Source: an optimization exercise on an open RTL-to-GDS flow (aim: small area and a short achievable clock period). Production flows keep margins and buffers that such runs may drop. Function was not checked in any run shown here: the RTL went through the layout flow alone. Power figures rest on the tool's default switching activity, not on a simulated workload.

## flow/design.v (module list and top-level ports; edited modules follow where they fit)
// module fa: 4 lines
// module ha: 4 lines
// module pg00: 4 lines
// module pg01: 4 lines
// module pg10: 4 lines
// module pg11: 4 lines
// module sx0: 3 lines
// module wallace_mult_top: 3493 lines
module wallace_mult_top (
	input  wire        clk,
	input  wire        sext_a,
	input  wire        sext_b,
	input  wire [31:0] a,
	input  wire [31:0] b,
	output wire [63:0] out
);
  // ...
==> flow/run.sh <==
#!/bin/bash
# synth_recipe.tcl (not shown) runs the flow's synth.tcl, then flattens the netlist and writes it again
# the make line also repeats each setting of config.mk as NAME=value (left out here)
make -C /OpenROAD-flow-scripts/flow DESIGN_CONFIG=/design/flow/config.mk WORK_HOME=/design/flow/orfs CLKGATE_MAP_FILE= SYNTH_SCRIPT=/design/flow/synth_recipe.tcl finish
==> flow/config.mk <==
export PLATFORM = sky130hd
export DESIGN_NAME = wallace_mult_top
export DESIGN_NICKNAME = wallace_mult_top
export VERILOG_FILES = /design/flow/design.v
export SDC_FILE = /design/flow/constraint.sdc
export NUM_CORES = 4
export LEC_CHECK = 0
export CAP_MARGIN = 20
export CORE_MARGIN = 2
export CORE_UTILIZATION = 60
export SETUP_SLACK_MARGIN = 4.0
export SLEW_MARGIN = 20
export SYNTH_HIERARCHICAL = 1
export SYNTH_MINIMUM_KEEP_SIZE = 0
==> flow/constraint.sdc <==
create_clock -name core_clock -period 8.5 [get_ports {clk}]
set_input_delay 1.7000 -clock core_clock [delete_from_list [all_inputs] [get_ports {clk}]]
set_output_delay 1.7000 -clock core_clock [all_outputs]
set_load 0.01 [all_outputs]
==> impl_results.md, run 1 <==
* Metal2 WL at between 40000 and 50000 um
* Slowest stage delay, CP at ~1.1 ns
* Top Consumer: combinational logic
* Inverter count at 57
* WL per Instance at approximately 30 um
* P_int at roughly 7.5 mW
* Area grow syn2layout at 7.945%
* Post-Synth Adder-Cell Area at 0.3803
* Non-CTS buffers at about 230
* Slew of the pin with the lowest slew margin at 1.124 ns
* Post-synth top cells: xnor2_1, a22oi_1, fa_1, clkbuf_1, dfxtp_1
* Seq area share at 0.1341
* Critical Path End Type: register
* Cell family with the largest share of critical-path delay: adder cells
* Max reg flops at 32
* Seq pwr share at 0.133
* Cts repair resizes at roughly 170
* Post-synth top area cell: fa_1
* WP buf/inv at 0
* GR met3 Demand/Resource at 0.1228
* Vias per cell at roughly 7
* Avg Synthesized Cell Area at between 10 and 15 sq um
* Area after DPL at 0.02925 sq mm
* Die area at around 0.049 sq mm
* Max cap viols at 0
* Kind of critical path: register to register
* Run status: complete, no violations
* DRC at 0
* Seq/Total Area, Yosys at 0.1398
* DRT iter0 DRCs at around 2700
* Fin. Hold Viols at 0
* Synth top area cells: fa_1, xnor2_1, dfxtp_1
* Vias in the first global route at approximately 24000
* Fill count at 3665
* H-tree levels at 4
==> run 2: changes to the inputs <==
--- a/flow/config.mk
+++ b/flow/config.mk
@@ -8,7 +8,7 @@
 export CAP_MARGIN = 20
 export CORE_MARGIN = 2
 export CORE_UTILIZATION = 60
-export SETUP_SLACK_MARGIN = 4.0
+export SETUP_SLACK_MARGIN = 4.3
 export SLEW_MARGIN = 20
 export SYNTH_HIERARCHICAL = 1
 export SYNTH_MINIMUM_KEEP_SIZE = 0
==> run 2 against run 1 <==
Net effect:
- still clean
- area after synthesis unchanged
- design area up 7.9%
- final cell count up 3.1%
- critical path type is now register to primary output
- largest cell class unchanged
==> impl_results.md, run 2 <==
* Vias per cell at 6.972 (+1.8%)
* Pwr Total at 15.10 mW
* Async S/R FF share, synth at 0
* Post-synth top area cell: fa_1
* Register-to-Register Path Depth at 10
* Die area at 0.04902 sq mm (unchanged)
* Pre-CTS setup slack at slightly above 3 ns
* Die width at about 220 um
* Share of cells above drive strength 1 at 0.2122
* Commonest non-fill, non-tap cell in the layout: xnor2_1
* Largest net degree at the start of global routing at 38
* Gr ovfl total at 0
* PnR worst setup slack at approximately 4.2 ns
* Clk buf depth at 2
* Post-synth top cells: xnor2_1, a22oi_1, fa_1, clkbuf_1, dfxtp_1
* Vias at 23170
* Slew of the pin with the lowest slew margin at 0.6180 ns (-0.5061 ns)
* Final WL at about 100000 um
* Antenna violations before repair at 2
* CTS buffer count at 17
* FF+latch area at 0.004190 sq mm
* WL per Instance at 30.40 um (+4.0%)
* Critical Path End Type: primary output
* Vias in the first global route at 23890 (+0.42%)
* R2r endpoint: p36_q
* Sink Count at slightly below 200
* Clock transition at path regs at ~0.08 ns
* Nets at roughly 3300
* Max reg flops at 32 (unchanged)
* Die boundary height at around 220 um
* # hold bufs at CTS at 0
* Setup Total Neg Slack at 0 ns
* Worst skew pair latency at approximately 0.50 ns
* Largest Register: a_r
* Yosys cell types at 43
* Post-Syn Instances at ~2800
* Crit Reg-Reg Startpoint: a_r[25]
* Drt pass-1 iters at 9
* RSZ-0062 raised after global routing: yes
* Critical path arrival at between 2 and 3 ns
* Relative slew slack at 0.5845
* Top cell type's share of synthesized area at 0.3388
* Fin crit share at 0.5014
* Hold Crit Start: neg_r[0]
* Pwr dens at ~460 mW/mm^2
* Hold/Removal Path Class: register to register
* Kind of critical path: register to primary output
* Leakage at between 10 and 15 nW
* Tmin final at ~4.3 ns
* CTS tree: done
* Clock Skew at a little under 0.02 ns
* R2R setup slack at about 4.3 ns
* Peak VDD IR at approximately 0.6 mV
* IO Pins at 131
* Remaining antenna violation count at 0
* Main flop type after synthesis: dfxtp_1
* Critical Path End: out[49]
* Area grow syn2layout at 16.49%
* HPWL after DPL at approximately 57000 um
* First-pass GRT wire length at between 100000 and 150000 um
* Post-Synthesis Cell Area at between 0.02 and 0.03 sq mm
* Fill count at 3337 (-8.9%)
* Max cap viols at 0 (unchanged)
* Fin. Hold Viols at 0 (unchanged)
* Slew Viols, Final at 0
* Num rows at around 80
* Worst path required time at approximately 6.8 ns
* Initial Util at 0.6092
* Hold Worst Slack at 0.7142 ns
* Finish-stage setup viols at 0
* Final RePlAce weighted congestion at roughly 0.9
* Crit path max fanout at 11
* Crit path from: p36_q
* CTS Root Buffer Type: clkbuf_16
* Top-count cell post-synth: xnor2_1
* Run status: complete, no violations
* Total GRT Usage at 0.3900
* Core Area at approximately 0.047 sq mm
* Most frequent cells in the layout: xnor2_1, a22oi_1, fa_1
* Avg Synthesized Cell Area at 10.31 sq um (unchanged)
* DRC at 0 (unchanged)
* DRT iter0 DRCs at 3019 (+12%)
* I/O Buffers at 130
* Synth Register Bits at about 200
* Syn Nets at 3393
* Synth top area cells: fa_1, xnor2_1, dfxtp_1
* H-tree levels at 4 (unchanged)
* Area of the multi-input gates at between 0.02 and 0.025 sq mm
* YS warnings at 7
* Layout Utilization at 0.7097
* Max Freq at about 230 MHz
* Seq/Total Area, Yosys at 0.1398 (unchanged)
* Worst Setup Start Kind: register
* Post-synth EDFFs at 0
[run 2: repair_timing]
action / in CTS / in global routing
gates cloned: 11 / 16
hold endpoints to repair: 0 / 0
gates resized for setup: 344 / 267
pin swaps: 31 / 92
buffers inserted: 38 / 61
setup endpoints to repair: 93 / 65
[run 2: cell type report]
class | instances | share of cell area
multi-input cells | 2102 | 0.7024
repair buffers | 327 | 0.1224
clock buffers | 17 | 0.01288
flip-flops and latches | 198 | 0.1268
well taps | 607 | 0.02299
diodes | 1 | 0.00007574
clock inverters | 14 | 0.005529
inverters | 57 | 0.006930
[run 2: power by group]
part / switching (mW) / leakage [nW] / total, mW / internal, mW
Combinational: 6.50 / 10.3 / 12.3 / 5.80
Clock: 0.433 / 0.296 / 0.854 / 0.421
Sequential: 0.330 / 1.68 / 1.95 / 1.62
[run 2: worst min-delay path by stage]
stage | end | slack, ns | cells past startpoint
3_3_place_gp | p63_q | 0.75 | 3
6_report | s0_q | 0.71 | 2
3_5_place_dp | p62_q | 0.76 | 3
4_1_cts | s0_q | 0.74 | 2
2_1_floorplan | s0_q | 0.54 | 2
5_1_grt | s0_q | 0.75 | 2
[run 2: metal layers]
metal / vias up / wire length, um / global-route usage
met1: 11600 / 36220 / 0.4997
met2: 1958 / 44030 / 0.5996
met4: 6 / 5821 / 0.1761
li1: 9139 / - / -
met3: 460 / 14830 / 0.1311
met5: - / 113 / 0.01271
[run 2: logic make-up after synthesis]
group,count (synthesis),share of synthesized area
AOI/OAI and AO/OA,711,0.1830
xor gates and xnor gates,619,0.1912
adders and majority gates,574,0.3803
buffers and inverters,453,0.07032
DFF,198,0.1398
muxes,1,0.0003529
and+or+nand+nor,196,0.03516
[run 2: per-stage QoR]
| step | cell area [sq um] | cells |
|---|---|---|
| 2_1_floorplan | 28380 | 2752 |
| 3_3_place_gp | 29250 | 3165 |
| 3_5_place_dp | 29250 | 3165 |
| 4_1_cts | 31300 | 3245 |
| 5_1_grt | 33040 | 3322 |
| 6_report | 33040 | 3323 |
[run 2: Yosys stat by module, one instance, submodules excluded]
| module | copies in the design | cells inside |
|---|---|---|
| pg00 | 37 | 2 |
| pg01 | 20 | 3 |
| wallace_mult_top | 1 | 1928 |
| sx0 | 52 | 1 |
| ha | 82 | 1 |
| pg10 | 12 | 3 |
| fa | 480 | 1 |
| pg11 | 20 | 2 |
[run 2: worst max-delay path, stage by stage (launching register included)]
cell and delay, ns:
dfxtp_4 0.37, a21oi_4 0.19, o21ai_4 0.08, a21oi_4 0.16, o21ai_4 0.10, a2111oi_4 0.26
or2_4 0.23, buf_6 0.13, inv_8 0.06, a21o_1 0.17, xor2_1 0.15, buf_2 0.15

## static timing again, ports no longer ideal
The flow's constraints put no driver on any port. The routed layouts listed below were extracted and timed again, unchanged, in two steps.
Step 1 assumes that a clkbuf_16 drives the clock port and a buf_2 every other input.
Step 2 moves the port delays by t, midway between the first and last clock arrival at a register: inputs arrive t later, outputs are due t later. That takes back most of the time a late clock gives input paths.
Three values: ideal, step 1, step 2; two values: the first two.
run	t, ns	setup WS [ns]	latest minus earliest clock arrival (ns)	worst register clock-pin slew, ns	worst slew at a driven data input, ns
run 1	0.585	4.013 / 3.983 / 4.013	0.023 / 0.023	0.09 / 0.09	0.08
run 2	0.560	4.238 / 4.170 / 4.247	0.021 / 0.021	0.08 / 0.08	0.08
After both steps every run listed still meets setup and hold.
